This is an optimization exercise on Yosys and OpenROAD, whose aim is small area, not a production implementation.
In this exercise RTL edits were held to simulation tests only and were not proved equivalent to the original.
Power and IR drop assume default switching activity.

### run.sh
#!/bin/bash
# synth_recipe.tcl (not shown) runs the flow's synth.tcl, then flattens the netlist and writes it again
# the make line also repeats each setting of config.mk as NAME=value (left out here)
make -C /OpenROAD-flow-scripts/flow DESIGN_CONFIG=/design/flow/config.mk WORK_HOME=/design/flow/orfs CLKGATE_MAP_FILE= SYNTH_SCRIPT=/design/flow/synth_recipe.tcl finish
### config.mk
export PLATFORM = sky130hd
export DESIGN_NAME = lcd_component
export DESIGN_NICKNAME = lcd_component
export VERILOG_FILES = /design/flow/design.v
export SDC_FILE = /design/flow/constraint.sdc
export NUM_CORES = 4
export LEC_CHECK = 0
export CAP_MARGIN = 20
export CORE_MARGIN = 2
export CORE_UTILIZATION = 40
export SLEW_MARGIN = 20
### constraint.sdc
create_clock -name core_clock -period 10.0 [get_ports {CLOCK_50}]
set_input_delay 2.0000 -clock core_clock [delete_from_list [all_inputs] [get_ports {CLOCK_50}]]
set_output_delay 2.0000 -clock core_clock [all_outputs]
set_load 0.01 [all_outputs]
### design.v
module lcd_component(
  input CLOCK_50,
  input rst_n,
  output LCD_ON,
  output LCD_BLON,
  output LCD_RW,
  output LCD_EN,
  output LCD_RS,
  output [7:0] LCD_DATA,
  input [2:0] mess,
  input [1:0] isServer
);
assign LCD_ON   = 1'b1;
assign LCD_BLON = 1'b1;
assign LCD_RW   = 1'b0;
reg [8:0] p;
reg [7:0] k;
reg       F, R;
reg       l1;
reg [2:0] l2;
wire act  = (k < 8'd38);
wire last = (F && k == 8'd0) ? (p == 9'd278) : (p == 9'd257);
wire ld   = (k == 8'd214 || k == 8'd255) && (p == (F ? 9'd62 : 9'd83));
always @(posedge CLOCK_50 or negedge rst_n)
begin
  if (!rst_n) begin
    p <= 9'd318;
    k <= 8'd254;
    F <= 1'b1;
    R <= 1'b0;
  end else begin
    R <= ld;
    if (ld && k == 8'd214) F <= 1'b0;
    if (R) begin
      p <= 9'd0;
      k <= 8'd0;
    end else if (act && last) begin
      p <= 9'd0;
      k <= k + 1'b1;
    end else begin
      p <= p + 1'b1;
      if (&p) k <= k + 1'b1;
    end
  end
end
always @(posedge CLOCK_50)
begin
  if (ld) begin
    if (!isServer[1]) l1 <= isServer[0];
    if (mess < 3'd6)  l2 <= mess;
  end
end
assign LCD_EN = act && p >= 9'd3 && p <= 9'd20;
reg [7:0] c1, c2;
wire [3:0] j1 = k - 8'd5;
wire [3:0] j2 = k - 8'd22;
always @(*) begin
  if (!l1)
    case (j1)
      0: c1 = 8'h67; 1: c1 = 8'h76; 2: c1 = 8'h73; 3: c1 = 8'h69;
      4: c1 = 8'h78; 5: c1 = 8'h84; 6: c1 = 8'h20; 7: c1 = 8'h53;
      8: c1 = 8'h54; 9: c1 = 8'h41; 10: c1 = 8'h54; 11: c1 = 8'h55;
      12: c1 = 8'h53; default: c1 = 8'h20;
    endcase
  else
    case (j1)
      0: c1 = 8'h53; 1: c1 = 8'h45; 2: c1 = 8'h52; 3: c1 = 8'h56;
      4: c1 = 8'h45; 5: c1 = 8'h52; 6: c1 = 8'h20; 7: c1 = 8'h53;
      8: c1 = 8'h54; 9: c1 = 8'h41; 10: c1 = 8'h54; 11: c1 = 8'h55;
      12: c1 = 8'h53; default: c1 = 8'h20;
    endcase
  case (l2)
    3'd0:
      case (j2)
        0: c2 = 8'h73; 1: c2 = 8'h68; 2: c2 = 8'h76; 3: c2 = 8'h69;
        4, 5, 6: c2 = 8'h46; default: c2 = 8'h20;
      endcase
    3'd4:
      case (j2)
        0: c2 = 8'h50; 1: c2 = 8'h61; 2: c2 = 8'h67; 3: c2 = 8'h65;
        5: c2 = 8'h52; 6: c2 = 8'h65; 7: c2 = 8'h63; 8: c2 = 8'h65;
        9: c2 = 8'h69; 10: c2 = 8'h76; 11: c2 = 8'h65; 12: c2 = 8'h64;
        default: c2 = 8'h20;
      endcase
    3'd5:
      case (j2)
        0: c2 = 8'h50; 1: c2 = 8'h61; 2: c2 = 8'h67; 3: c2 = 8'h65;
        5: c2 = 8'h4C; 6: c2 = 8'h6F; 7: c2 = 8'h61; 8: c2 = 8'h64;
        9: c2 = 8'h65; 10: c2 = 8'h64; default: c2 = 8'h20;
      endcase
    default:
      case (j2)
        0: c2 = 8'h50; 1: c2 = 8'h61; 2: c2 = 8'h67; 3: c2 = 8'h65;
        5: c2 = (l2 == 3'd1) ? 8'h49 : (l2 == 3'd2) ? 8'h50 : 8'h51;
        7: c2 = 8'h53; 8: c2 = 8'h65; 9: c2 = 8'h6E; 10: c2 = 8'h74;
        default: c2 = 8'h20;
      endcase
  endcase
end
reg [8:0] lut;
always @(*) begin
  if (k >= 8'd254)      lut = 9'h000;
  else if (k >= 8'd38)  lut = 9'h120;
  else if (k >= 8'd22)  lut = {1'b1, c2};
  else if (k == 8'd21)  lut = 9'h0C0;
  else if (k >= 8'd5)   lut = {1'b1, c1};
  else
    case (k[2:0])
      3'd0: lut = 9'h038; 3'd1: lut = 9'h00C; 3'd2: lut = 9'h001;
      3'd3: lut = 9'h006; default: lut = 9'h080;
    endcase
end
assign LCD_RS   = lut[8];
assign LCD_DATA = lut[7:0];
endmodule
==> flow_summary.json, run 1 <==
{
  "arrival_ns": 3.81,
  "startpoint_type": "register",
  "finalSetupViolations": 0,
  "hold_viol": 0,
  "path_max_fanout": 20,
  "num_antenna_cells": 0,
  "postCtsSetupBuffers": 0,
  "port_buffers": 16,
  "initial_core_util_pct": 40.7,
  "status": "no timing/DRC/antenna violations",
  "crit_path_end_kind": "output port",
  "cts_tree": "done",
  "dr.max_layer_used": "met4",
  "leakage_uw": 0.000983,
  "wl_per_cell_um": 16.9,
  "root_buffer": "clkbuf_8",
  "area_delta_synth_final_pct": 7.59,
  "syn_area_per_cell_sq_um": 7.47,
  "track_usage_pct": 19.3,
  "synthTopCellsByArea": "dfstp_2, ha_1, nand2_1",
  "wl_met2_mm": 3.27,
  "synth_commonest_cells": "nand2_1, nor2_1, a21oi_1",
  "ioPinCount": 20,
  "m1WireLength_mm": 3.24,
  "hold_class": "register to register",
  "ant_nets": 0,
  "grt_pass1_wl_mm": 11.3,
  "firstDrtPassIters": 6,
  "synth_top_area_cell": "dfstp_2",
  "synth_mux_area_share_pct": 2.61,
  "synth_async_sr_flop_share_pct": 82.6,
  "clock_sinks": 23,
  "slew_viol_final": 0,
  "grt_max_degree": 23,
  "die_width_um": 83.7,
  "synth_cell_type_count": 62,
  "tightest_slew_ns": 0.836,
  "antenna_found_initial": 0,
  "maxCapViolCount": 0,
  "synth_top_family_by_area": "compound AO/OA/AOI/OAI gates",
  "nets": 357,
  "hold_buffers": 0,
  "hold_slack_ns": 0.482,
  "grt_overflow": 0,
  "synth_warnings": 1,
  "syn_inst": 340,
  "core-area_sq_mm": 0.00624,
  "vdd_drop_max_mv": 0.0595,
  "synth_edf_count": 4,
  "h-tree-depth": 1,
  "synth_xor_area_share_pct": 5.76,
  "final_layout_size_suffix_gt1_share_pct": 9.55,
  "first_global_vias": 2244,
  "fin_crit_ns": 5.81,
  "p_per_area_mw_per_mm2": 57.2,
  "max-slew-margin-rel_pct": 44.1,
  "via_per_inst": 6.27,
  "drc_errors": 0,
  "cts_resized": 0,
  "fin_tns_setup_ns": 0,
  "num_vias": 2583,
  "met3WireLength_um": 343,
  "num_rows": 29,
  "fmax_mhz": 172,
  "skew_ns": 0.00344,
  "period_share_pct": 58.1,
  "clk_pin_slew_worst_paths_ns": 0.08,
  "required_ns": 8.00,
  "routabilityCongestion": 0.944,
  "yosysSeqAreaShare_pct": 24.1,
  "clock_latency_ns": 0.26,
  "synth-adder-area-share_pct": 6.90,
  "ys_ff_latch": 23,
  "syn-cell-area_sq_mm": 0.00254,
  "cts_buffers": 3,
  "synth-compound-area-share_pct": 26.8,
  "synth-simple-area-share_pct": 26.7,
  "drt_iter0_drc": 222,
  "yosysTopAreaCellShare_pct": 14.5,
  "die_height_um": 83.7,
  "drt-total-wl_mm": 6.97,
  "crit_type": "register to output port",
  "dp_hpwl_mm": 5.05,
  "yosys_most_used_dff": "dfstp_2",
  "clk_path_buf_depth": 2,
  "die_area_sq_mm": 0.00700,
  "rsz0062_at_grt": "false"
}
-- path summary, 6_finish.rpt --
path / to / depth (start not counted) / start / slack, ns
worst max register to register: k[5] / 7 / k[0] / 7.18
worst max-delay path: LCD_DATA[3] / 8 / k[2] / 4.19
max in group asynchronous: k[0] / 1 / rst_n / 7.27
min in group asynchronous: p[6] / 1 / rst_n / 2.21
worst min-delay path: F / 1 / F / 0.48
worst min register to register: F / 1 / F / 0.48
-- layout make-up --
class,count,area [sq um]
fillers,657,3510
flip-flops and latches,23,613
clock inverters,1,5.00
multi-input cells,277,1760
inverters,14,52.6
repair buffers,17,168
clock buffers,3,41.3
well taps,77,96.3
-- report_power, final --
group,switching [uW],total (uW),internal (uW)
Combinational,2.24,4.27,2.04
Clock,28.9,56.7,27.8
Sequential,0,95.5,95.5
Total,31.1,156,125
-- layout by cell type, fill, tap and decap left out, types with 3 or more instances in the layout --
master and n:
clkdlybuf4s50_1 16, a211oi_1 5, ha_1 14, dfrtp_1 5
nand2_1 36, mux2i_1 3, clkbuf_8 3, dfstp_2 14
or3_1 6, conb_1 3, xor2_1 8, inv_1 11
nor3_1 15, edfxtp_1 4, a311o_1 3, and3_1 5
inv_2 3, xnor2_1 5, a21oi_1 24, o211ai_1 8
o21ai_0 20, nor2b_1 7, nor2_1 36, a31oi_1 13
nand3_1 11, o31ai_1 3, nand4_1 9
-- routing by layer --
| metal | up-vias | track usage [%] |
|---|---|---|
| li1 | 1232 | - |
| met1 | 1226 | 27.5 |
| met2 | 113 | 31.5 |
| met3 | 12 | 1.58 |
| met4 | 0 | 5.28 |
| met5 | - | 0 |
-- flip-flops by register name, summed over array words and instances, names as in the netlist --
name	count
p	9
l2	3
k	8
l1	1
F	1
R	1
-- kinds of logic after synthesis --
group,Yosys count
adders and majority gates,14
buffers and inverters,41
xor gates and xnor gates,15
AOI/OAI and AO/OA,103
and+or+nand+nor,137
muxes,5
other,2
DFF,23
-- critical path: stages (launching register included) --
cell,delay (ns)
dfstp_2,0.81
ha_1,0.44
xor2_2,0.59
nand2_1,0.21
or3_1,0.34
a32oi_1,0.20
nor2_1,0.06
o32ai_1,0.29
clkdlybuf4s50_1,0.59
-- per-stage QoR --
step / power [uW] / worst slack [ns] / instances / area, sq um / util [%]
floorplan: 98.5 / 5.57 / 341 / 2540 / -
global placement: 102 / 4.50 / 408 / 2690 / 43.0
detailed placement: 102 / 4.54 / 408 / 2690 / 43.0
CTS: 160 / 4.23 / 412 / 2730 / 43.8
global route: 163 / 4.04 / 412 / 2730 / 43.8
finish: 156 / 4.19 / 412 / 2730 / 43.8
==> run 2: changes to the inputs <==
==> design.v (replaced) <==
module lcd_component(
  input CLOCK_50,
  input rst_n,
  output LCD_ON,
  output LCD_BLON,
  output LCD_RW,
  output LCD_EN,
  output LCD_RS,
  output [7:0] LCD_DATA,
  input [2:0] mess,
  input [1:0] isServer
);
assign LCD_ON   = 1'b1;
assign LCD_BLON = 1'b1;
assign LCD_RW   = 1'b0;
reg [8:0] p;
reg [7:0] k;
reg       F;
reg       l1;
reg [2:0] l2;
wire act  = (k[7:6] == 2'd0) && (k[5:4] != 2'd0 || k[3:0] >= 4'd11);
wire last = (F && k[5:0] == 6'd11) ? (p == 9'd278) : (p == 9'd257);
wire ld   = (k == 8'd10) && (p == 9'd510);
always @(posedge CLOCK_50 or negedge rst_n)
begin
  if (!rst_n) begin
    p <= 9'd254;
    k <= 8'd10;
    F <= 1'b1;
  end else begin
    if (act && last) begin
      p <= 9'd0;
      if (k[5:0] == 6'd63) begin
        p <= F ? 9'd448 : 9'd427;
        k <= 8'd90;
        F <= 1'b0;
      end else if (k[5:0] == 6'd31)
        k <= 8'd47;
      else
        k <= k + 1'b1;
    end else begin
      p <= p + 1'b1;
      if (&p) k <= k + 1'b1;
    end
  end
end
always @(posedge CLOCK_50)
begin
  if (ld) begin
    if (!isServer[1]) l1 <= isServer[0];
    if (mess < 3'd6)  l2 <= mess;
  end
end
assign LCD_EN = act && p >= 9'd3 && p <= 9'd20;
reg [7:0] c1, c2;
wire [3:0] j = k[3:0];
always @(*) begin
  if (!l1)
    case (j)
      0: c1 = 8'h67; 1: c1 = 8'h76; 2: c1 = 8'h73; 3: c1 = 8'h69;
      4: c1 = 8'h78; 5: c1 = 8'h84; 6: c1 = 8'h20; 7: c1 = 8'h53;
      8: c1 = 8'h54; 9: c1 = 8'h41; 10: c1 = 8'h54; 11: c1 = 8'h55;
      12: c1 = 8'h53; default: c1 = 8'h20;
    endcase
  else
    case (j)
      0: c1 = 8'h53; 1: c1 = 8'h45; 2: c1 = 8'h52; 3: c1 = 8'h56;
      4: c1 = 8'h45; 5: c1 = 8'h52; 6: c1 = 8'h20; 7: c1 = 8'h53;
      8: c1 = 8'h54; 9: c1 = 8'h41; 10: c1 = 8'h54; 11: c1 = 8'h55;
      12: c1 = 8'h53; default: c1 = 8'h20;
    endcase
  case (l2)
    3'd0:
      case (j)
        0: c2 = 8'h73; 1: c2 = 8'h68; 2: c2 = 8'h76; 3: c2 = 8'h69;
        4, 5, 6: c2 = 8'h46; default: c2 = 8'h20;
      endcase
    3'd4:
      case (j)
        0: c2 = 8'h50; 1: c2 = 8'h61; 2: c2 = 8'h67; 3: c2 = 8'h65;
        5: c2 = 8'h52; 6: c2 = 8'h65; 7: c2 = 8'h63; 8: c2 = 8'h65;
        9: c2 = 8'h69; 10: c2 = 8'h76; 11: c2 = 8'h65; 12: c2 = 8'h64;
        default: c2 = 8'h20;
      endcase
    3'd5:
      case (j)
        0: c2 = 8'h50; 1: c2 = 8'h61; 2: c2 = 8'h67; 3: c2 = 8'h65;
        5: c2 = 8'h4C; 6: c2 = 8'h6F; 7: c2 = 8'h61; 8: c2 = 8'h64;
        9: c2 = 8'h65; 10: c2 = 8'h64; default: c2 = 8'h20;
      endcase
    default:
      case (j)
        0: c2 = 8'h50; 1: c2 = 8'h61; 2: c2 = 8'h67; 3: c2 = 8'h65;
        5: c2 = (l2 == 3'd1) ? 8'h49 : (l2 == 3'd2) ? 8'h50 : 8'h51;
        7: c2 = 8'h53; 8: c2 = 8'h65; 9: c2 = 8'h6E; 10: c2 = 8'h74;
        default: c2 = 8'h20;
      endcase
  endcase
end
reg [8:0] lut;
always @(*) begin
  if (!act)             lut = F ? 9'h000 : 9'h120;
  else
    case (k[5:4])
      2'd3: lut = {1'b1, c2};
      2'd2: lut = 9'h0C0;
      2'd1: lut = {1'b1, c1};
      default:
        case (k[2:0])
          3'd3: lut = 9'h038; 3'd4: lut = 9'h00C; 3'd5: lut = 9'h001;
          3'd6: lut = 9'h006; default: lut = 9'h080;
        endcase
    endcase
end
assign LCD_RS   = lut[8];
assign LCD_DATA = lut[7:0];
endmodule
==> run 2 against run 1 <==
Wire length decreased by 11%. Via count is 11% lower. Global-route usage is 1.2 points higher. First-iteration DRC count rose by 26%. Sequential power is 4.3% lower. Cell count fell by 9.5%. Critical path type unchanged.
==> flow_summary.json, run 2 <==
{
  "h-tree-depth": 1,
  "ys_ff_latch": 22,
  "synth_edf_count": 4,
  "syn-cell-area_sq_mm": 0.00231,
  "worst-path-buf-inv": 2,
  "first_global_vias": 2102,
  "required_ns": 8.00,
  "nFillCells": 571,
  "initial_core_util_pct": 41.8,
  "tightest_slew_ns": 0.989,
  "via_per_inst": 6.15,
  "dp_hpwl_mm": 4.50,
  "yosys_most_used_dff": "dfstp_2",
  "largest_register_ffs": 9,
  "synth_xor_area_share_pct": 3.03,
  "grt_max_degree": 38,
  "clk_path_buf_depth": 2,
  "hold_slack_ns": 0.475,
  "cts_tree": "done",
  "synth_top_area_cell": "dfstp_2",
  "final_cell_mix": "nand2_1, nor2_1, a21oi_1",
  "path_delay_family": "compound AO/OA/AOI/OAI gates",
  "final_common_cell": "nand2_1",
  "fin_crit_ns": 5.37,
  "leakage_uw": 0.000920,
  "yosysTopAreaCellShare_pct": 11.4,
  "rsz0062_at_grt": "false",
  "critical-path-slowest-cell": "dfstp_2",
  "postCtsSetupBuffers": 0,
  "synth-simple-area-share_pct": 25.3,
  "die_area_sq_mm": 0.00641,
  "final-seq-area_sq_um": 583,
  "grt_pass1_wl_mm": 10.5,
  "drt_iter0_drc": 280,
  "firstDrtPassIters": 5,
  "yosysSeqAreaShare_pct": 25.2,
  "synth_mux_area_share_pct": 2.27,
  "startpoint_type": "register",
  "dpl-instance-area_sq_mm": 0.00245,
  "top_regs": "p: 9 flops, k: 8 flops, l2: 3 flops",
  "clock_latency_ns": 0.26,
  "final_layout_size_suffix_gt1_share_pct": 7.31,
  "place_ws_ns": 4.97,
  "ioPinCount": 20,
  "max-slew-margin-rel_pct": 32.4,
  "dp_cells": 369,
  "synth-adder-area-share_pct": 6.49,
  "syn_area_per_cell_sq_um": 7.56,
  "clock_sinks": 22,
  "hold_viol": 0,
  "syn_inst": 306,
  "postLayoutCellArea_sq_mm": 0.00249,
  "setup_slack_ns": 4.63,
  "fmax_mhz": 186,
  "num_vias": 2293,
  "max_stage_delay_ns": 0.66,
  "path_max_fanout": 17,
  "finalSetupViolations": 0,
  "core-area_sq_mm": 0.00554,
  "synth-compound-area-share_pct": 29.9,
  "synth_commonest_cells": "nand2_1, nor2_1, a21oi_1",
  "maxCapViolCount": 0,
  "synth_warnings": 1,
  "synthTopCellsByArea": "dfstp_2, dfrtp_1, ha_1",
  "die_height_um": 80.1,
  "port_buffers": 16,
  "synth_async_sr_flop_share_pct": 81.8,
  "cpMostUsedCell": "o21ai_0",
  "arrival_ns": 3.37,
  "status": "no timing/DRC/antenna violations",
  "track_usage_pct": 20.5,
  "slew_viol_final": 0,
  "crit_type": "register to output port",
  "vdd_drop_max_mv": 0.0632,
  "ant_nets": 0,
  "antenna_found_initial": 0,
  "area_delta_synth_final_pct": 7.79,
  "path_cells": "inv_1 > ha_1 > nor3_1 > nor2_1 > o21ai_0 > o21ai_0 > o32ai_1 > o21a_1 > clkdlybuf4s50_1",
  "clk_pin_slew_worst_paths_ns": 0.07,
  "skew_ns": 0.00660,
  "cts_buffers": 3,
  "fin_cells": 373,
  "max_flop_register": "p",
  "hold_buffers": 0,
  "nets": 321,
  "num_rows": 27,
  "multi_input_area_sq_mm": 0.00156,
  "drc_errors": 0,
  "period_share_pct": 53.7,
  "synth_cell_type_count": 62,
  "hold_class": "register to register",
  "synth_top_family_by_area": "compound AO/OA/AOI/OAI gates",
  "drt-total-wl_mm": 6.19,
  "grt_overflow": 0,
  "fin_tns_setup_ns": 0,
  "die_width_um": 80.1,
  "num_antenna_cells": 0,
  "root_buffer": "clkbuf_8",
  "routabilityCongestion": 0.881,
  "yosysMostFrequentCell": "nand2_1",
  "crit_path_end_kind": "output port",
  "p_per_area_mw_per_mm2": 60.4,
  "reg2reg_setup_slack_ns": 6.98,
  "wl_per_cell_um": 16.6,
  "cts_resized": 0
}
==> run 2: cell types whose count changed after synthesis, sizes merged, moves of 5 or more <==
cell and change:
a31oi -7, nand2b +6, nand4 -5, o21ai +5, nor2 -11, nor3 -7
==> run 2: per-stage QoR <==
stage / util, % / power, uW
global placement: 44.2 / 97.4
finish: 45.0 / 151
global route: 45.0 / 159
CTS: 45.0 / 154
detailed placement: 44.2 / 97.4
floorplan: - / 94.4
==> run 2: cell families after synthesis <==
kind of cell | Yosys count
buffers and inverters | 40
and+or+nand+nor | 115
DFF | 22
xor gates and xnor gates | 8
other | 2
adders and majority gates | 12
AOI/OAI and AO/OA | 103
muxes | 4
==> run 2: where the power goes <==
group | total (uW) | switching, uW | internal [uW] | leakage (uW)
combinational | 4.31 | 2.27 | 2.04 | 0.000649
clock | 55.0 | 27.6 | 27.4 | 0.0000231
sequential | 91.4 | 0 | 91.4 | 0.000247
total | 151 | 29.9 | 121 | 0.000920
==> run 2: routing by layer <==
metal | track usage [%] | up-vias | share of wire, %
met3 | 2.70 | 12 | 6.7
met1 | 28.8 | 1084 | 45
met4 | 4.75 | 0 | 1.5
met2 | 33.3 | 96 | 47
met5 | 0 | - | 0
li1 | - | 1101 | -
==> run 2: final timing paths <==
| kind | from | to | cells after the start |
|---|---|---|---|
| setup reg to reg | k[3] | k[0] | 6 |
| hold / removal | k[7] | k[7] | 1 |
| min in group asynchronous | rst_n | p[0] | 1 |
| setup / recovery | k[1] | LCD_DATA[5] | 9 |
| max in group asynchronous | rst_n | k[2] | 1 |
| hold reg to reg | k[7] | k[7] | 1 |
==> run 2: area by class of cell <==
class                   count  share of cell area, %
clock buffers               3                   1.66
repair buffers             17                   6.72
clock inverters             1                  0.151
inverters                  13                   1.96
well taps                  72                   3.61
multi-input cells         245                   62.5
flip-flops and latches     22                   23.4
==> run 2: worst reg2reg max path, delay by kind of cell, from the launching register on <==
family           cells  cell delay [ns]
AO/OA/AOI/OAI        3             0.90
flip-flops           1             0.93
AND/OR/NAND/NOR      3             1.12
==> run 3: changes to the inputs <==
==> flow/run.sh (new file) <==
#!/bin/bash
# Own flow: the standard layout, with an area-oriented ABC mapping in synthesis
# and the smallest buffer on the ports.
set -euo pipefail
W=$(pwd)
export FLOW_ABC_SCRIPT=$W/flow/abc_min_area.script
export FLOW_STD_SYNTH=$W/synth_recipe.tcl
bash standard.sh synth SYNTH_SCRIPT=$W/flow/synth_area.tcl > $W/synth.log 2>&1
bash standard.sh finish SYNTH_SCRIPT=$W/flow/synth_area.tcl \
  "BUFFER_PORTS_ARGS=-buffer_cell sky130_fd_sc_hd__buf_1" > $W/layout.log 2>&1
==> flow/abc_min_area.script (new file) <==
strash
&get -n
&deepsyn -T 40
&put
dch -f
map -a
==> flow/synth_area.tcl (new file) <==
# The standard synthesis (synth_recipe.tcl), with the final technology mapping
# done by an area-oriented ABC script instead of ORFS's speed script.
proc abc {args} {
  set i [lsearch -exact $args -script]
  if { $i >= 0 } {
    set args [lreplace $args $i [expr { $i + 1 }] -script $::env(FLOW_ABC_SCRIPT)]
  }
  set j [lsearch -exact $args -D]
  if { $j >= 0 } {
    set args [lreplace $args $j [expr { $j + 1 }]]
  }
  yosys abc {*}$args
}
source $::env(FLOW_STD_SYNTH)
==> standard.sh (new file) <==
#!/bin/bash
# synth_recipe.tcl (not shown) runs the flow's synth.tcl, then flattens the netlist and writes it again
# the make line also repeats each setting of config.mk as NAME=value (left out here)
make -C /OpenROAD-flow-scripts/flow DESIGN_CONFIG=/design/flow/config.mk WORK_HOME=/design/flow/orfs CLKGATE_MAP_FILE= SYNTH_SCRIPT=/design/flow/synth_recipe.tcl "${@:-finish}"
removed: run.sh
==> run 3 against run 2 <==
Clock power down 0.7%. Flip-flop and latch count is the same. Maximum frequency up 4.2%. Cell count fell by 5.6%. Sequential share of layout area grew 4.5 points. Synthesized area down 16%. Critical path type unchanged. Critical endpoint is now LCD_DATA[2].
==> flow_summary.json, run 3 <==
{
  "slew_viol_final": 0,
  "synth_async_sr_flop_share_pct": 81.8,
  "num_antenna_cells": 0,
  "drt-total-wl_mm": 5.56,
  "antenna_found_initial": 0,
  "arrival_ns": 3.16,
  "max-slew-margin-rel_pct": 56.0,
  "hold_path_end": "k[7]",
  "track_usage_pct": 22.0,
  "synth_edf_count": 4,
  "yosys_most_used_dff": "dfstp_2",
  "clock_sinks": 22,
  "fmax_mhz": 194,
  "max_flop_register": "p",
  "maxCapViolCount": 0,
  "syn-cell-area_sq_mm": 0.00194,
  "core-area_sq_mm": 0.00469,
  "die_height_um": 73.6,
  "clock_latency_ns": 0.26,
  "status": "no timing/DRC/antenna violations",
  "syn_area_per_cell_sq_um": 6.92,
  "cts_buffers": 3,
  "die_area_sq_mm": 0.00541,
  "top_regs": "p: 9 flops, k: 8 flops, l2: 3 flops",
  "finalSetupViolations": 0,
  "hold_viol": 0,
  "r2r-end": "k[7]",
  "fin_tns_setup_ns": 0,
  "skew_ns": 0.00176,
  "dp_hpwl_mm": 4.36,
  "ant_nets": 0,
  "synthTopCellsByArea": "dfstp_2, dfrtp_1, clkinv_1",
  "via_per_inst": 5.88,
  "firstDrtPassIters": 5,
  "reg2reg_setup_slack_ns": 6.63,
  "port_buffers": 16,
  "fin_crit_ns": 5.16,
  "p_per_area_mw_per_mm2": 71.1,
  "ioPinCount": 20,
  "fin_cells": 352,
  "cts_tree": "done",
  "cts_resized": 0,
  "tightest_slew_ns": 0.643,
  "crit_path_end_kind": "output port",
  "synth_commonest_cells": "clkinv_1, nor2_1, nand2_1",
  "nets": 318,
  "synth_top_area_cell": "dfstp_2",
  "vdd_drop_max_mv": 0.0796,
  "path_max_fanout": 15,
  "final_layout_size_suffix_gt1_share_pct": 6.71,
  "ys_ff_latch": 22,
  "dp_cells": 348,
  "yosysTopAreaCellShare_pct": 13.6,
  "startpoint_type": "register",
  "rsz0062_at_grt": "false",
  "num_rows": 25,
  "syn_inst": 280,
  "postCtsSetupBuffers": 0,
  "drc_errors": 0,
  "hold_slack_ns": 0.474,
  "hold_buffers": 0,
  "crit_type": "register to output port",
  "grt_overflow": 0,
  "area_delta_synth_final_pct": 8.01,
  "clk_path_buf_depth": 2,
  "r2r_cells": 12,
  "grt_max_degree": 19,
  "period_share_pct": 51.6,
  "routabilityCongestion": 0.956,
  "num_vias": 2068,
  "hold_start": "k[7]",
  "largest_register_ffs": 9,
  "yosysSeqAreaShare_pct": 30.1,
  "first_global_vias": 1941,
  "h-tree-depth": 1,
  "hold_class": "register to register",
  "wl_per_cell_um": 15.8,
  "required_ns": 8.00,
  "final_cell_mix": "clkinv_1, nor2_1, nand2_1",
  "synth_cell_type_count": 33,
  "synth_warnings": 1,
  "leakage_uw": 0.000765,
  "die_width_um": 73.6,
  "hold_depth": 1,
  "clk_pin_slew_worst_paths_ns": 0.07,
  "grt_pass1_wl_mm": 9.16,
  "reg2reg_from": "k[3]",
  "final_common_cell": "clkinv_1",
  "nFillCells": 497,
  "drt_iter0_drc": 232,
  "root_buffer": "clkbuf_8",
  "initial_core_util_pct": 41.3
}
## run 3: logic make-up (layout without fill, tap and decap cells)
family                   Yosys count  after routing  synth area share, %
other                              2              3                0.388
AO/OA/AOI/OAI                     70             70                 22.7
adder cells (fa/ha/maj)           12             12                 7.75
buffers and inverters             48             65                 9.88
flip-flops                        22             22                 30.1
AND/OR/NAND/NOR                  121            121                 26.9
XOR/XNOR                           5              5                 2.26
## run 3: cell type report
class / count / area [sq um] / share of cell area, %
multi-input cells: 211 / 1170 / 55.7
well taps: 54 / 67.6 / 3.23
repair buffers: 16 / 61.3 / 2.93
clock buffers: 3 / 41.3 / 1.97
clock inverters: 1 / 3.75 / 0.179
inverters: 45 / 169 / 8.07
flip-flops and latches: 22 / 583 / 27.9
## run 3: worst max-delay path by stage
stage / start / end / slack [ns] / cells past startpoint
floorplan: k[3] / LCD_DATA[6] / 5.93 / 11
global route: k[2] / LCD_DATA[2] / 4.63 / 9
finish: k[2] / LCD_DATA[2] / 4.84 / 9
detailed placement: k[2] / LCD_DATA[2] / 5.25 / 9
CTS: k[2] / LCD_DATA[2] / 4.96 / 9
global placement: k[3] / LCD_DATA[6] / 5.23 / 12
## run 3: through the flow
stage	utilization, %	power [uW]	cell area, sq um	worst slack, ns
floorplan	-	94.4	1940	5.93
global placement	43.6	95.8	2050	5.23
detailed placement	43.6	95.9	2050	5.25
CTS	44.6	152	2090	4.96
global route	44.6	157	2090	4.63
finish	44.6	149	2090	4.84
## run 3: routing by layer
layer  global-route usage [%]  vias up  wire [um]
met5                        0        -          0
met4                     9.70        0        184
met3                     2.61       21        357
met2                     38.6       95       2700
met1                     26.9      946       2310
li1                         -     1006          -
## run 3: report_power, final
group / total, uW / internal [uW] / switching, uW / leakage [uW]
clock network: 54.6 / 27.4 / 27.2 / 0.0000231
registers: 91.4 / 91.4 / 0 / 0.000247
logic: 2.75 / 0.573 / 2.17 / 0.000495
total: 149 / 119 / 29.3 / 0.000765
## run 3: critical path: stages, from the launching register on
cell and delay, ns:
dfrtp_1 0.66, clkinv_1 0.47, nor2_1 0.39, clkinv_1 0.23
a2111oi_0 0.54, a31oi_1 0.09, o211ai_1 0.11, nand4_1 0.09
o311ai_0 0.12, buf_1 0.19
==> run 4: changes to the inputs <==
==> flow/run.sh (replaced) <==
#!/bin/bash
# Own flow: the standard layout, with an area-oriented ABC mapping in synthesis
# (adders left to ABC instead of fixed half-adder cells) and the smallest
# buffer on the ports.
set -euo pipefail
W=$(pwd)
export FLOW_ABC_SCRIPT=$W/flow/abc_min_area.script
export FLOW_STD_SYNTH=$W/synth_recipe.tcl
SYN=(SYNTH_SCRIPT=$W/flow/synth_area.tcl ADDER_MAP_FILE=)
bash standard.sh synth "${SYN[@]}" > $W/synth.log 2>&1
bash standard.sh finish "${SYN[@]}" \
  "BUFFER_PORTS_ARGS=-buffer_cell sky130_fd_sc_hd__buf_1" > $W/layout.log 2>&1
==> flow/abc_min_area.script (replaced) <==
strash
&get -n
&deepsyn -T 10
&put
&get -n
&dch -f
&nf -a -R 1000
&put
--- a/config.mk
+++ b/config.mk
@@ -8,4 +8,6 @@
 export CAP_MARGIN = 20
 export CORE_MARGIN = 2
 export CORE_UTILIZATION = 40
+export CTS_CLUSTER_DIAMETER = 200
+export CTS_CLUSTER_SIZE = 30
 export SLEW_MARGIN = 20
==> run 4 against run 3 <==
Clock skew grew 0.0014 ns. Wire length fell by 25%. Still clean on timing, DRC and antenna. Non-clock buffer count up 1. Largest power group unchanged. Total power increased by 5.3%. Combinational power grew 16%. Via count shrank 19%.
==> flow_summary.json, run 4 <==
{
  "status": "no timing/DRC/antenna violations",
  "r2r-end": "k[7]",
  "port_buffers": 16,
  "wl_per_cell_um": 14.9,
  "arrival_ns": 3.32,
  "worstSetupStartpoint": "k[2]",
  "num_rows": 23,
  "skew_ns": 0.00320,
  "fmax_mhz": 188,
  "cts_buffers": 3,
  "area_delta_synth_final_pct": 10.4,
  "pwr-share-seq_pct": 58.4,
  "p_per_area_mw_per_mm2": 86.8,
  "synth_edf_count": 4,
  "comb_power_share_pct": 2.0,
  "clk_path_buf_depth": 2,
  "tightest_slew_ns": 0.944,
  "maxCapViolCount": 0,
  "synthTopCellsByArea": "dfstp_2, dfrtp_1, o21ai_0",
  "antenna_found_initial": 0,
  "dpl-instance-area_sq_mm": 0.00174,
  "p_switching_uw": 29.2,
  "die_height_um": 67.9,
  "final_layout_size_suffix_gt1_share_pct": 6.49,
  "drt-total-wl_mm": 4.19,
  "dp_cells": 276,
  "synth_warnings": 1,
  "top_regs": "p: 9 flops, k: 8 flops, l2: 3 flops",
  "yosysSeqAreaShare_pct": 35.7,
  "first_global_vias": 1524,
  "largest_register_ffs": 9,
  "dp_hpwl_mm": 3.16,
  "clock_latency_ns": 0.26,
  "die_area_sq_mm": 0.00461,
  "via_per_inst": 5.99,
  "crit_type": "register to output port",
  "clock_sinks": 22,
  "switching_share_pct": 18.7,
  "yosys_most_used_dff": "dfstp_2",
  "crit_end": "LCD_DATA[1]",
  "grt_max_degree": 22,
  "hold_class": "register to register",
  "path_max_fanout": 17,
  "final_common_cell": "nor2_1",
  "num_antenna_cells": 0,
  "syn_area_per_cell_sq_um": 7.71,
  "cts_resized": 0,
  "max-slew-margin-rel_pct": 36.4,
  "initial_core_util_pct": 41.1,
  "leakage_uw": 0.000680,
  "nets": 239,
  "grt_util_met2_pct": 30.9,
  "rsz0062_at_grt": "false",
  "period_share_pct": 53.2,
  "fin_cells": 281,
  "cts_tree": "done",
  "fin_tns_setup_ns": 0,
  "synth_async_sr_flop_share_pct": 81.8,
  "crit_path_end_kind": "output port",
  "startpoint_type": "register",
  "met3_usage_pct": 2.14,
  "postCtsSetupBuffers": 0,
  "final_cell_mix": "nor2_1, o21ai_0, nand2_1",
  "finalSetupViolations": 0,
  "core-area_sq_mm": 0.00397,
  "drc_errors": 0,
  "slew_viol_final": 0,
  "reg2reg_setup_slack_ns": 6.74,
  "ant_nets": 0,
  "vdd_drop_max_mv": 0.0501,
  "syn_inst": 212,
  "hold_buffers": 0,
  "ys_ff_latch": 22,
  "nFillCells": 415,
  "p_int_uw": 127,
  "num_vias": 1684,
  "postLayoutCellArea_sq_mm": 0.00180,
  "routabilityCongestion": 0.959,
  "gr-max-usage-layer": "met2",
  "synth_commonest_cells": "nor2_1, o21ai_0, nand2_1",
  "synth_cell_type_count": 41,
  "grt_overflow": 0,
  "clk_pin_slew_worst_paths_ns": 0.07,
  "grt_pass1_wl_mm": 6.97,
  "reg2reg_from": "k[3]",
  "fin_crit_ns": 5.32,
  "h-tree-depth": 1,
  "drt_iter0_drc": 228,
  "firstDrtPassIters": 5,
  "syn-cell-area_sq_mm": 0.00163,
  "grt_use_met1_pct": 27.5,
  "yosysTopAreaCellShare_pct": 16.1,
  "die_width_um": 67.9,
  "synth_top_area_cell": "dfstp_2",
  "hold_viol": 0,
  "required_ns": 8.00,
  "p_clk_share_pct": 39.6,
  "r2r_cells": 9,
  "ioPinCount": 20,
  "total_power_uw": 157,
  "yosysMostFrequentCell": "nor2_1",
  "root_buffer": "clkbuf_8",
  "max_flop_register": "p",
  "track_usage_pct": 20.0
}
run 4: changes by cell type in the layout (fill, tap and decap cells not counted), sizes merged, moves of 4 or more:
cell	delta
clkinv	-41
o311ai	-4
nand3	-5
and3	+7
ha	-12
nor2	-17
a21oi	+6
nand2	-20
a21o	+4
nand2b	+4
xnor2	+6
run 4: cells by family after synthesis:
logic type | synth area share [%]
compound gates | 25.7
other cells | 0.460
flops | 35.7
mux | 0.613
buf+inv | 2.53
xor+xnor | 4.29
simple gates | 30.7
run 4: stage by stage:
step	utilization, %	worst slack, ns	hold WS [ns]
2_1_floorplan	-	5.46	0.450
3_3_place_gp	43.8	4.92	0.488
3_5_place_dp	43.8	5.01	0.488
4_1_cts	45.1	4.71	0.501
5_1_grt	45.4	4.30	0.531
6_report	45.4	4.68	0.498
run 4: worst min-delay path by stage:
stage	from	slack [ns]	to	cells after the start
4_1_cts	F	0.50	F	2
3_3_place_gp	k[7]	0.49	k[7]	1
2_1_floorplan	F	0.45	F	2
5_1_grt	F	0.53	F	2
6_report	F	0.50	F	2
3_5_place_dp	F	0.49	F	2
run 4: critical path, cell delays in order, from the launching register on:
cell and delay [ns]:
dfrtp_1 0.64, clkinv_1 0.35, nor2_1 0.27, mux2i_1 0.15, nor3_1 0.21, o21ai_0 0.16, a21o_1 0.21, a31oi_1 0.22
nand2_1 0.08, nand2_1 0.06, nand2_1 0.07, or3_1 0.33, nor3b_1 0.15, buf_1 0.17
run 4: per-layer routing:
layer / part of all wire [%] / wire (um) / up-vias
met5: 0 / 0 / -
met4: 2.8 / 119 / 0
met3: 5.6 / 234 / 13
met2: 45 / 1900 / 67
met1: 46 / 1930 / 781
li1: - / - / 823
run 4: power by group through the flow:
stage                     registers (uW)  clock network (uW)  logic (uW)
after floorplan                     93.0                   0        1.37
after global placement              93.0                   0        2.72
after global routing                91.4                67.4        3.83
final                               91.4                62.0        3.19
after CTS                           91.4                64.6        2.85
after detailed placement            93.0                   0        2.85
run 4: cell type report:
class | count | area, sq um | area share, %
multi-input cells | 183 | 1010 | 56.2
well taps | 50 | 62.6 | 3.47
inverters | 5 | 18.8 | 1.04
clock buffers | 4 | 55.1 | 3.05
flip-flops and latches | 22 | 583 | 32.3
repair buffers | 17 | 71.3 | 3.95
==> run 5: changes to the inputs <==
--- a/config.mk
+++ b/config.mk
@@ -8,6 +8,7 @@
 export CAP_MARGIN = 20
 export CORE_MARGIN = 2
 export CORE_UTILIZATION = 40
+export CTS_BUF_LIST = sky130_fd_sc_hd__clkbuf_16
 export CTS_CLUSTER_DIAMETER = 200
 export CTS_CLUSTER_SIZE = 30
 export SLEW_MARGIN = 20
==> run 5 against run 4 <==
Synthesized cell count grew 1.9%. Critical path depth is the same. Count of clock-buffer cells in the layout is the same. Clock power grew 68%. Synthesized area grew 0.38%. Largest cell class unchanged. Cell count grew 1.1%. Still clean. Via count grew 1.0%. Cell area grew 2.3%. Sequential share of layout area shrank 0.72 points. Worst hold slack gained 0.0055 ns.
==> flow_summary.json, run 5 <==
{
  "status": "no timing/DRC/antenna violations",
  "reg2reg_from": "k[0]",
  "synth-simple-area-share_pct": 32.5,
  "clock_latency_ns": 0.26,
  "synth_warnings": 1,
  "cts_buffers": 3,
  "clock_sinks": 22,
  "root_buffer": "clkbuf_16",
  "final_common_cell": "nor2_1",
  "r2r_cells": 11,
  "reg2reg_setup_slack_ns": 6.82,
  "nets": 242,
  "synth_top_area_cell": "dfstp_2",
  "crit_path_end_kind": "output port",
  "clk_pin_slew_worst_paths_ns": 0.06,
  "final_layout_size_suffix_gt1_share_pct": 6.41,
  "fmax_mhz": 195,
  "ys_ff_latch": 22,
  "syn_inst": 216,
  "fin_tns_setup_ns": 0,
  "drc_errors": 0,
  "firstDrtPassIters": 5,
  "drt-total-wl_mm": 4.43,
  "grt_max_degree": 25,
  "synth_mux_area_share_pct": 0,
  "skew_ns": 0.00200,
  "final_core_util_pct": 46.5,
  "synth_top_family_by_area": "simple AND/OR/NAND/NOR gates",
  "core-area_sq_mm": 0.00397,
  "tightest_slew_ns": 0.860,
  "initial_core_util_pct": 41.3,
  "synth_commonest_cells": "nor2_1, nand2_1, o21ai_0",
  "syn-cell-area_sq_mm": 0.00164,
  "final_cell_mix": "nor2_1, nand2_1, o21ai_0",
  "track_usage_pct": 20.3,
  "fin_crit_ns": 5.14,
  "hold_class": "register to register",
  "h-tree-depth": 1,
  "synthTopCellsByArea": "dfstp_2, dfrtp_1, edfxtp_1",
  "period_share_pct": 51.4,
  "crit_type": "register to output port",
  "port_buffers": 16,
  "synth_cell_type_count": 41,
  "max-slew-margin-rel_pct": 42.2,
  "hold_start": "k[7]",
  "path_max_fanout": 21,
  "top_regs": "p: 9 flops, k: 8 flops, l2: 3 flops",
  "crit_end": "LCD_DATA[5]",
  "hold_viol": 0,
  "num_vias": 1701,
  "first_global_vias": 1512,
  "ant_nets": 0,
  "cts_resized": 0,
  "syn_area_per_cell_sq_um": 7.59,
  "ioPinCount": 20,
  "die_area_sq_mm": 0.00463,
  "largest_register_ffs": 9,
  "num_antenna_cells": 0,
  "arrival_ns": 3.14,
  "rsz0062_at_grt": "false",
  "worstSetupStartpoint": "k[0]",
  "clk_path_buf_depth": 2,
  "r2r-end": "k[7]",
  "synth-compound-area-share_pct": 25.5,
  "finalSetupViolations": 0,
  "vdd_drop_max_mv": 0.0830,
  "area_delta_synth_final_pct": 12.5,
  "synth_async_sr_flop_share_pct": 81.8,
  "yosys_most_used_dff": "dfstp_2",
  "die_width_um": 68.0,
  "postCtsSetupBuffers": 0,
  "via_per_inst": 5.99,
  "yosysTopAreaCellShare_pct": 16.0,
  "startpoint_type": "register",
  "yosysMostFrequentCell": "nor2_1",
  "synth-adder-area-share_pct": 0,
  "grt_pass1_wl_mm": 7.13,
  "leakage_uw": 0.000672,
  "wl_per_cell_um": 15.6,
  "synth_edf_count": 4,
  "p_per_area_mw_per_mm2": 107,
  "grt_overflow": 0,
  "yosysSeqAreaShare_pct": 35.5,
  "routabilityCongestion": 1.03,
  "die_height_um": 68.0,
  "slew_viol_final": 0,
  "antenna_found_initial": 0,
  "num_rows": 23,
  "maxCapViolCount": 0,
  "drt_iter0_drc": 149,
  "synth_xor_area_share_pct": 3.74,
  "dp_hpwl_mm": 3.22,
  "required_ns": 8.00,
  "cts_tree": "done",
  "hold_buffers": 0,
  "max_flop_register": "p"
}
==> run 5: worst min-delay path by stage <==
stage / depth (start not counted) / to / slack, ns
2_1_floorplan: 1 / k[7] / 0.47
3_3_place_gp: 1 / k[7] / 0.50
3_5_place_dp: 1 / k[7] / 0.49
4_1_cts: 1 / k[7] / 0.50
5_1_grt: 1 / k[7] / 0.52
6_report: 1 / k[7] / 0.50
==> run 5: cell type report <==
cell class | instances | area [sq um]
clock buffers | 4 | 100
multi-input cells | 188 | 1020
fillers | 403 | 2130
flip-flops and latches | 22 | 583
well taps | 50 | 62.6
inverters | 4 | 15.0
repair buffers | 16 | 61.3
==> run 5: cell families (layout without fill, tap and decap cells) <==
family / count (synthesis) / after routing
compound gates: 68 / 68
xor+xnor: 7 / 7
buf+inv: 7 / 24
flops: 22 / 22
other cells: 2 / 3
simple gates: 110 / 110
==> run 5: routing by layer <==
| metal | track usage [%] | part of all wire, % |
|---|---|---|
| met2 | 29.4 | 43 |
| met1 | 30.9 | 47 |
| met4 | 6.00 | 1.2 |
| met3 | 3.13 | 8.8 |
| met5 | 0 | 0 |
==> run 5: through the flow <==
stage               instances  hold WS [ns]  total power (uW)  instance area, sq um  setup slack (ns)
floorplan                 217         0.468              94.4                  1640              5.84
global placement          280         0.500              95.8                  1740              5.23
detailed placement        280         0.492              95.9                  1740              5.24
CTS                       284         0.503               200                  1840              4.94
global route              284         0.519               204                  1850              4.70
finish                    284         0.504               198                  1850              4.86
==> run 5: power by group <==
| group | internal (uW) | switching [uW] |
|---|---|---|
| Combinational | 0.575 | 2.19 |
| Sequential | 91.5 | 0 |
| Clock | 69.5 | 34.3 |
| Total | 162 | 36.5 |
==> run 5: worst max-delay path, cell delays in order (launching register included) <==
cell,delay [ns]
dfrtp_1,0.74
nor2b_1,0.50
or2_0,0.23
a32oi_1,0.08
nand2_1,0.12
nand2_1,0.05
nand2_1,0.10
nor3_1,0.06
nor2_1,0.22
o31a_1,0.24
a21oi_1,0.06
o21ai_0,0.21
o21ai_0,0.12
buf_1,0.14
==> run 6: changes to the inputs <==
==> flow/abc_min_area.script (replaced) <==
strash
&get -n
&deepsyn -T 40
&put
&get -n
&dch -f
&nf -a -R 1000
&put
--- a/config.mk
+++ b/config.mk
@@ -8,7 +8,4 @@
 export CAP_MARGIN = 20
 export CORE_MARGIN = 2
 export CORE_UTILIZATION = 40
-export CTS_BUF_LIST = sky130_fd_sc_hd__clkbuf_16
-export CTS_CLUSTER_DIAMETER = 200
-export CTS_CLUSTER_SIZE = 30
 export SLEW_MARGIN = 20
==> run 6 against run 5 <==
Sequential power is essentially flat. Cell area shrank 3.4%. Sequential share of layout area grew 1.1 points. Flip-flop and latch count is the same. Non-clock buffer count grew 1. Cell count shrank 2.5%. Critical path type unchanged. Largest power group is now registers. Highest routed layer unchanged.
==> flow_summary.json, run 6 <==
{
  "synth_top_family_by_area": "simple AND/OR/NAND/NOR gates",
  "fin_crit_ns": 4.89,
  "top_regs": "p: 9 flops, k: 8 flops, l2: 3 flops",
  "hold_start": "k[7]",
  "synth_mux_area_share_pct": 0,
  "die_height_um": 67.7,
  "final_common_cell": "nand2_1",
  "cts_buffers": 3,
  "final_core_util_pct": 45.2,
  "initial_core_util_pct": 41.2,
  "nets": 235,
  "clock_latency_ns": 0.26,
  "required_ns": 8.00,
  "num_rows": 23,
  "synth-simple-area-share_pct": 30.6,
  "final_layout_size_suffix_gt1_share_pct": 6.17,
  "firstDrtPassIters": 5,
  "synth_warnings": 1,
  "hold_buffers": 0,
  "maxCapViolCount": 0,
  "root_buffer": "clkbuf_8",
  "synth_cell_type_count": 44,
  "track_usage_pct": 22.4,
  "slew_viol_final": 0,
  "ant_nets": 0,
  "antenna_found_initial": 0,
  "dp_cells": 272,
  "max_stage_delay_ns": 0.44,
  "synth_top_area_cell": "dfstp_2",
  "ys_ff_latch": 22,
  "tightest_slew_ns": 0.973,
  "via_per_inst": 6.08,
  "die_width_um": 67.7,
  "routabilityCongestion": 0.886,
  "fmax_mhz": 204,
  "synth_xor_area_share_pct": 4.86,
  "arrival_ns": 2.89,
  "core-area_sq_mm": 0.00394,
  "wl_per_cell_um": 16.7,
  "cts_resized": 0,
  "yosysMostFrequentCell": "nand2_1",
  "yosysSeqAreaShare_pct": 35.9,
  "grt_pass1_wl_mm": 7.73,
  "finalSetupViolations": 0,
  "cts_tree": "done",
  "num_vias": 1684,
  "period_share_pct": 48.9,
  "drt_iter0_drc": 250,
  "synth-compound-area-share_pct": 25.6,
  "num_antenna_cells": 0,
  "reg2reg_from": "k[2]",
  "synth_commonest_cells": "nand2_1, a21oi_1, nor2_1",
  "grt_overflow": 0,
  "max_flop_register": "p",
  "drt-total-wl_mm": 4.62,
  "largest_register_ffs": 9,
  "status": "no timing/DRC/antenna violations",
  "postCtsSetupBuffers": 0,
  "worstSetupStartpoint": "l2[2]",
  "path_cells": "clkinv_1 > nor2_1 > nor2_1 > o21ai_0 > nand3b_1 > o22ai_1 > o21a_1 > nor3_1 > nor3_1 > a21oi_1 > a31oi_1 > buf_1",
  "dp_hpwl_mm": 3.42,
  "synth_edf_count": 4,
  "ioPinCount": 20,
  "rsz0062_at_grt": "false",
  "yosysTopAreaCellShare_pct": 16.2,
  "setup_slack_ns": 5.11,
  "p_per_area_mw_per_mm2": 84.2,
  "yosys_most_used_dff": "dfstp_2",
  "h-tree-depth": 1,
  "area_delta_synth_final_pct": 9.87,
  "crit_path_end_kind": "output port",
  "synth_async_sr_flop_share_pct": 81.8,
  "synth-adder-area-share_pct": 0,
  "synthTopCellsByArea": "dfstp_2, dfrtp_1, a21oi_1",
  "vdd_drop_max_mv": 0.0681,
  "drc_errors": 0,
  "fin_tns_setup_ns": 0,
  "fin_cells": 277,
  "final_cell_mix": "nand2_1, nor2_1, a21oi_1",
  "skew_ns": 0.0101,
  "critical-path-slowest-cell": "edfxtp_1",
  "clk_path_buf_depth": 2,
  "place_ws_ns": 5.46,
  "port_buffers": 16,
  "crit_type": "register to output port",
  "grt_max_degree": 22,
  "max-slew-margin-rel_pct": 34.6,
  "hold_class": "register to register",
  "syn_inst": 208,
  "clk_pin_slew_worst_paths_ns": 0.09,
  "die_area_sq_mm": 0.00458,
  "hold_viol": 0,
  "syn_area_per_cell_sq_um": 7.80,
  "syn-cell-area_sq_mm": 0.00162,
  "leakage_uw": 0.000641,
  "path_max_fanout": 6,
  "clock_sinks": 22,
  "startpoint_type": "register",
  "first_global_vias": 1592
}
==> run 6: final timing paths <==
path	cells past startpoint	endpoint	slack [ns]
max	12	LCD_DATA[1]	5.11
min	1	k[7]	0.48
max reg2reg	11	k[7]	6.43
min reg2reg	1	k[7]	0.48
max in group asynchronous	2	F	7.73
min in group asynchronous	1	p[0]	1.72
==> run 6: metrics by stage <==
stage               hold WS (ns)  total power (uW)  instance area (sq um)
finish                     0.484               150                   1780
global route               0.494               156                   1780
CTS                        0.482               153                   1770
detailed placement         0.467              95.8                   1730
global placement           0.469              95.8                   1730
floorplan                  0.447              94.4                   1630
==> run 6: routing by layer <==
| metal | global-route usage [%] | up-vias | routed length [um] |
|---|---|---|---|
| met5 | 0 | - | 0 |
| li1 | - | 808 | - |
| met3 | 2.67 | 10 | 305 |
| met4 | 6.89 | 0 | 111 |
| met1 | 31.1 | 789 | 2010 |
| met2 | 36.2 | 77 | 2190 |
==> run 6: worst max-delay path: cells and delay by family, from the launching register on <==
family          cells  cell delay [ns]
compound gates      5             1.05
buf+inv             2             0.30
flops               1             0.44
simple gates        5             0.82
==> run 6: logic make-up (layout without fill, tap and decap cells) <==
logic type	Yosys count	in the layout
AOI/OAI and AO/OA	67	67
and+or+nand+nor	100	100
buffers and inverters	8	26
other	2	3
xor gates and xnor gates	9	9
DFF	22	22
==> run 6: power breakdown <==
group	leakage, uW	internal, uW	switching, uW
sequential	0.000247	91.4	0
clock	0.0000231	27.3	28.2
combinational	0.000370	0.898	2.28
total	0.000641	120	30.4
==> run 6: final cells by class <==
type,instances,area (sq um)
fillers,398,2160
multi-input cells,179,1000
flip-flops and latches,22,583
repair buffers,17,71.3
well taps,50,62.6
clock buffers,3,41.3
inverters,5,18.8
clock inverters,1,3.75
==> run 7: changes to the inputs <==
--- a/design.v
+++ b/design.v
@@ -48,7 +48,15 @@
 begin
   if (ld) begin
     if (!isServer[1]) l1 <= isServer[0];
-    if (mess < 3'd6)  l2 <= mess;
+    case (mess)
+      3'd0: l2 <= 3'd0;
+      3'd1: l2 <= 3'd7;
+      3'd2: l2 <= 3'd3;
+      3'd3: l2 <= 3'd5;
+      3'd4: l2 <= 3'd1;
+      3'd5: l2 <= 3'd6;
+      default: ;
+    endcase
   end
 end
 assign LCD_EN = act && p >= 9'd3 && p <= 9'd20;
@@ -69,32 +77,104 @@
       8: c1 = 8'h54; 9: c1 = 8'h41; 10: c1 = 8'h54; 11: c1 = 8'h55;
       12: c1 = 8'h53; default: c1 = 8'h20;
     endcase
-  case (l2)
-    3'd0:
-      case (j)
-        0: c2 = 8'h73; 1: c2 = 8'h68; 2: c2 = 8'h76; 3: c2 = 8'h69;
-        4, 5, 6: c2 = 8'h46; default: c2 = 8'h20;
-      endcase
-    3'd4:
-      case (j)
-        0: c2 = 8'h50; 1: c2 = 8'h61; 2: c2 = 8'h67; 3: c2 = 8'h65;
-        5: c2 = 8'h52; 6: c2 = 8'h65; 7: c2 = 8'h63; 8: c2 = 8'h65;
-        9: c2 = 8'h69; 10: c2 = 8'h76; 11: c2 = 8'h65; 12: c2 = 8'h64;
-        default: c2 = 8'h20;
-      endcase
-    3'd5:
-      case (j)
-        0: c2 = 8'h50; 1: c2 = 8'h61; 2: c2 = 8'h67; 3: c2 = 8'h65;
-        5: c2 = 8'h4C; 6: c2 = 8'h6F; 7: c2 = 8'h61; 8: c2 = 8'h64;
-        9: c2 = 8'h65; 10: c2 = 8'h64; default: c2 = 8'h20;
-      endcase
-    default:
-      case (j)
-        0: c2 = 8'h50; 1: c2 = 8'h61; 2: c2 = 8'h67; 3: c2 = 8'h65;
-        5: c2 = (l2 == 3'd1) ? 8'h49 : (l2 == 3'd2) ? 8'h50 : 8'h51;
-        7: c2 = 8'h53; 8: c2 = 8'h65; 9: c2 = 8'h6E; 10: c2 = 8'h74;
-        default: c2 = 8'h20;
-      endcase
+  case ({l2, j})
+    7'd0: c2 = 8'h73;
+    7'd1: c2 = 8'h68;
+    7'd2: c2 = 8'h76;
+    7'd3: c2 = 8'h69;
+    7'd4: c2 = 8'h46;
+    7'd5: c2 = 8'h46;
+    7'd6: c2 = 8'h46;
+    7'd7: c2 = 8'h20;
+    7'd8: c2 = 8'h20;
+    7'd9: c2 = 8'h20;
+    7'd10: c2 = 8'h20;
+    7'd11: c2 = 8'h20;
+    7'd12: c2 = 8'h20;
+    7'd13: c2 = 8'h20;
+    7'd14: c2 = 8'h20;
+    7'd15: c2 = 8'h20;
+    7'd112: c2 = 8'h50;
+    7'd113: c2 = 8'h61;
+    7'd114: c2 = 8'h67;
+    7'd115: c2 = 8'h65;
+    7'd116: c2 = 8'h20;
+    7'd117: c2 = 8'h49;
+    7'd118: c2 = 8'h20;
+    7'd119: c2 = 8'h53;
+    7'd120: c2 = 8'h65;
+    7'd121: c2 = 8'h6E;
+    7'd122: c2 = 8'h74;
+    7'd123: c2 = 8'h20;
+    7'd124: c2 = 8'h20;
+    7'd125: c2 = 8'h20;
+    7'd126: c2 = 8'h20;
+    7'd127: c2 = 8'h20;
+    7'd48: c2 = 8'h50;
+    7'd49: c2 = 8'h61;
+    7'd50: c2 = 8'h67;
+    7'd51: c2 = 8'h65;
+    7'd52: c2 = 8'h20;
+    7'd53: c2 = 8'h50;
+    7'd54: c2 = 8'h20;
+    7'd55: c2 = 8'h53;
+    7'd56: c2 = 8'h65;
+    7'd57: c2 = 8'h6E;
+    7'd58: c2 = 8'h74;
+    7'd59: c2 = 8'h20;
+    7'd60: c2 = 8'h20;
+    7'd61: c2 = 8'h20;
+    7'd62: c2 = 8'h20;
+    7'd63: c2 = 8'h20;
+    7'd80: c2 = 8'h50;
+    7'd81: c2 = 8'h61;
+    7'd82: c2 = 8'h67;
+    7'd83: c2 = 8'h65;
+    7'd84: c2 = 8'h20;
+    7'd85: c2 = 8'h51;
+    7'd86: c2 = 8'h20;
+    7'd87: c2 = 8'h53;
+    7'd88: c2 = 8'h65;
+    7'd89: c2 = 8'h6E;
+    7'd90: c2 = 8'h74;
+    7'd91: c2 = 8'h20;
+    7'd92: c2 = 8'h20;
+    7'd93: c2 = 8'h20;
+    7'd94: c2 = 8'h20;
+    7'd95: c2 = 8'h20;
+    7'd16: c2 = 8'h50;
+    7'd17: c2 = 8'h61;
+    7'd18: c2 = 8'h67;
+    7'd19: c2 = 8'h65;
+    7'd20: c2 = 8'h20;
+    7'd21: c2 = 8'h52;
+    7'd22: c2 = 8'h65;
+    7'd23: c2 = 8'h63;
+    7'd24: c2 = 8'h65;
+    7'd25: c2 = 8'h69;
+    7'd26: c2 = 8'h76;
+    7'd27: c2 = 8'h65;
+    7'd28: c2 = 8'h64;
+    7'd29: c2 = 8'h20;
+    7'd30: c2 = 8'h20;
+    7'd31: c2 = 8'h20;
+    7'd96: c2 = 8'h50;
+    7'd97: c2 = 8'h61;
+    7'd98: c2 = 8'h67;
+    7'd99: c2 = 8'h65;
+    7'd100: c2 = 8'h20;
+    7'd101: c2 = 8'h4C;
+    7'd102: c2 = 8'h6F;
+    7'd103: c2 = 8'h61;
+    7'd104: c2 = 8'h64;
+    7'd105: c2 = 8'h65;
+    7'd106: c2 = 8'h64;
+    7'd107: c2 = 8'h20;
+    7'd108: c2 = 8'h20;
+    7'd109: c2 = 8'h20;
+    7'd110: c2 = 8'h20;
+    7'd111: c2 = 8'h20;
+    default: c2 = 8'h20;
   endcase
 end
 reg [8:0] lut;
==> flow/abc_min_area.script (replaced) <==
strash
&get -n
&deepsyn -T 90
&put
&get -n
&dch -f
&nf -a -R 1000
&put
==> run 7 against run 6 <==
Synthesized cell count is 3.8% higher. Sequential share of layout area is 0.069 points higher. Die area is 0.22% lower. Combinational power is 47% higher. Register-to-register slack better by 0.71 ns. Cell count is 2.9% higher. Utilization is 0.095 points lower. Clock skew is 0.0070 ns lower. Synthesized area is 0.23% lower.
==> flow_summary.json, run 7 <==
{
  "required_ns": 8.00,
  "pwr-share-seq_pct": 60.2,
  "startpoint_type": "register",
  "largest_register_ffs": 9,
  "worst-path-buf-inv": 1,
  "cpMostUsedCell": "nor2_1",
  "grt_overflow": 0,
  "fin_cells": 285,
  "clock_latency_ns": 0.26,
  "yosys_most_used_dff": "dfstp_2",
  "dp_hpwl_mm": 3.07,
  "fin_crit_ns": 5.36,
  "ioPinCount": 20,
  "syn_area_per_cell_sq_um": 7.50,
  "fmax_mhz": 186,
  "dp_cells": 280,
  "root_buffer": "clkbuf_8",
  "synth_warnings": 1,
  "max_flop_register": "p",
  "grt_pass1_wl_mm": 6.81,
  "synth_async_sr_flop_share_pct": 81.8,
  "arrival_ns": 3.36,
  "status": "no timing/DRC/antenna violations",
  "die_area_sq_mm": 0.00457,
  "ys_ff_latch": 22,
  "p_switching_uw": 30.6,
  "core-area_sq_mm": 0.00394,
  "nFillCells": 403,
  "yosysSeqAreaShare_pct": 36.0,
  "die_height_um": 67.6,
  "postCtsSetupBuffers": 0,
  "vdd_drop_max_mv": 0.0590,
  "cts_tree": "done",
  "num_rows": 23,
  "fin_tns_setup_ns": 0,
  "max_stage_delay_ns": 0.75,
  "postLayoutCellArea_sq_mm": 0.00178,
  "tightest_slew_ns": 0.606,
  "grt_max_degree": 23,
  "path_delay_family": "simple AND/OR/NAND/NOR gates",
  "finalSetupViolations": 0,
  "wl_per_cell_um": 14.3,
  "initial_core_util_pct": 41.1,
  "m1WireLength_mm": 1.88,
  "leakage_uw": 0.000639,
  "drc_errors": 0,
  "firstDrtPassIters": 5,
  "syn-cell-area_sq_mm": 0.00162,
  "final_common_cell": "nor2_1",
  "comb_power_share_pct": 3.1,
  "final_layout_size_suffix_gt1_share_pct": 5.96,
  "synth_edf_count": 4,
  "antenna_found_initial": 0,
  "skew_ns": 0.00316,
  "wl_met2_mm": 1.92,
  "die_width_um": 67.6,
  "num_antenna_cells": 0,
  "hold_class": "register to register",
  "p_int_uw": 121,
  "slew_viol_final": 0,
  "syn_inst": 216,
  "top_regs": "p: 9 flops, k: 8 flops, l2: 3 flops",
  "via_per_inst": 5.76,
  "crit_type": "register to output port",
  "yosysTopAreaCellShare_pct": 16.2,
  "synth_commonest_cells": "nor2_1, nand2_1, o21ai_0",
  "p_clk_share_pct": 36.7,
  "switching_share_pct": 20.1,
  "track_usage_pct": 19.4,
  "crit_path_end_kind": "output port",
  "drt_iter0_drc": 171,
  "hold_viol": 0,
  "port_buffers": 16,
  "max-slew-margin-rel_pct": 59.3,
  "synth_top_area_cell": "dfstp_2",
  "dpl-instance-area_sq_mm": 0.00172,
  "yosysMostFrequentCell": "nor2_1",
  "drt-total-wl_mm": 4.07,
  "routabilityCongestion": 0.853,
  "critical-path-slowest-cell": "dfstp_2",
  "maxCapViolCount": 0,
  "synthTopCellsByArea": "dfstp_2, dfrtp_1, o21ai_0",
  "dr.max_layer_used": "met4",
  "clock_sinks": 22,
  "path_cells": "nand3_1 > nand3_1 > nand2_1 > nor2_1 > nand2_1 > nor2b_1 > a31o_1 > or2_0 > nor2_1 > nor3b_1 > nor2_1 > o211ai_1 > buf_1",
  "final_cell_mix": "nor2_1, nand2_1, o21ai_0",
  "num_vias": 1643,
  "rsz0062_at_grt": "false",
  "total_power_uw": 152,
  "nets": 243,
  "hold_buffers": 0,
  "p_per_area_mw_per_mm2": 85.4,
  "cts_buffers": 3,
  "clk_path_buf_depth": 2,
  "h-tree-depth": 1,
  "met3WireLength_um": 178,
  "ant_nets": 0,
  "area_delta_synth_final_pct": 9.89,
  "synth_cell_type_count": 39,
  "period_share_pct": 53.6,
  "clk_pin_slew_worst_paths_ns": 0.08,
  "path_max_fanout": 22,
  "cts_resized": 0,
  "first_global_vias": 1485
}
## run 7: layer usage
layer | vias up | GRT usage (%)
li1 | 816 | -
met1 | 757 | 25.5
met2 | 60 | 31.9
met3 | 10 | 2.50
met4 | 0 | 8.42
met5 | - | 0
## run 7: kinds of logic (layout without fill, tap and decap cells)
logic type,after synthesis,after routing,synth area share (%)
AND/OR/NAND/NOR,103,103,29.8
AO/OA/AOI/OAI,70,70,25.4
flip-flops,22,22,36.0
XOR/XNOR,9,9,4.87
buffers and inverters,9,27,2.78
other,2,3,0.464
multiplexers,1,1,0.618
## run 7: worst paths after layout
path	start	end	slack, ns	depth (start not counted)
hold reg to reg	k[7]	k[7]	0.51	1
max in group asynchronous	rst_n	p[7]	7.79	2
hold / removal	k[7]	k[7]	0.51	1
setup reg to reg	k[2]	k[4]	7.14	11
min in group asynchronous	rst_n	k[0]	1.67	1
setup / recovery	k[1]	LCD_DATA[5]	4.64	13
## run 7: power by group through the flow
stage,sequential [uW],clock [uW],combinational (uW)
after floorplan,93.1,0,2.33
after global placement,93.1,0,4.10
after detailed placement,93.1,0,4.19
after CTS,91.5,56.8,4.28
after global routing,91.5,61.1,5.40
final,91.5,55.8,4.67
## run 7: layout make-up
type                    instances  area (sq um)  area share, %
clock buffers                   4          45.0           2.53
multi-input cells             186           995           55.9
repair buffers                 17          71.3           4.01
inverters                       6          22.5           1.27
flip-flops and latches         22           583           32.8
well taps                      50          62.6           3.52
## run 7: stage by stage
stage | utilization [%] | hold WS, ns | setup WS (ns)
final | 45.1 | 0.505 | 4.64
after detailed placement | 43.7 | 0.494 | 5.06
after floorplan | - | 0.468 | 5.49
after CTS | 44.8 | 0.502 | 4.74
after global routing | 45.1 | 0.537 | 4.41
after global placement | 43.7 | 0.490 | 5.18

## separate check: timing with driven ports
In the flow no input, the clock included, has a driving cell. The finished layouts below were timed again as built, in two steps.
Step 1 sets driving cells, clkbuf_16 on the clock port and buf_2 on the other inputs (assumed; they add their load-dependent delay and slew).
Step 2 times the ports against the registers' clock, not the clock port: input delays grow and output delays shrink by t, the midpoint of the rising clock arrivals with the driver on.
Slacks: no drivers / after step 1 / after step 2; pairs: no drivers / after step 1.
run	shift t [ns]	slack for setup (ns)	worst hold slack (ns)
run 1	0.286	4.192 / 4.166 / 4.453	0.482 / 0.482 / 0.482
run 2	0.285	4.626 / 4.600 / 4.885	0.475 / 0.475 / 0.475
run 3	0.285	4.844 / 4.818 / 5.103	0.474 / 0.474 / 0.474
run 4	0.284	4.675 / 4.650 / 4.935	0.498 / 0.498 / 0.498
run 5	0.284	4.859 / 4.832 / 5.116	0.504 / 0.504 / 0.504
run 6	0.283	5.106 / 5.078 / 5.361	0.484 / 0.484 / 0.484
run 7	0.279	4.636 / 4.611 / 4.890	0.505 / 0.505 / 0.505
After both steps every run listed still meets setup and hold.
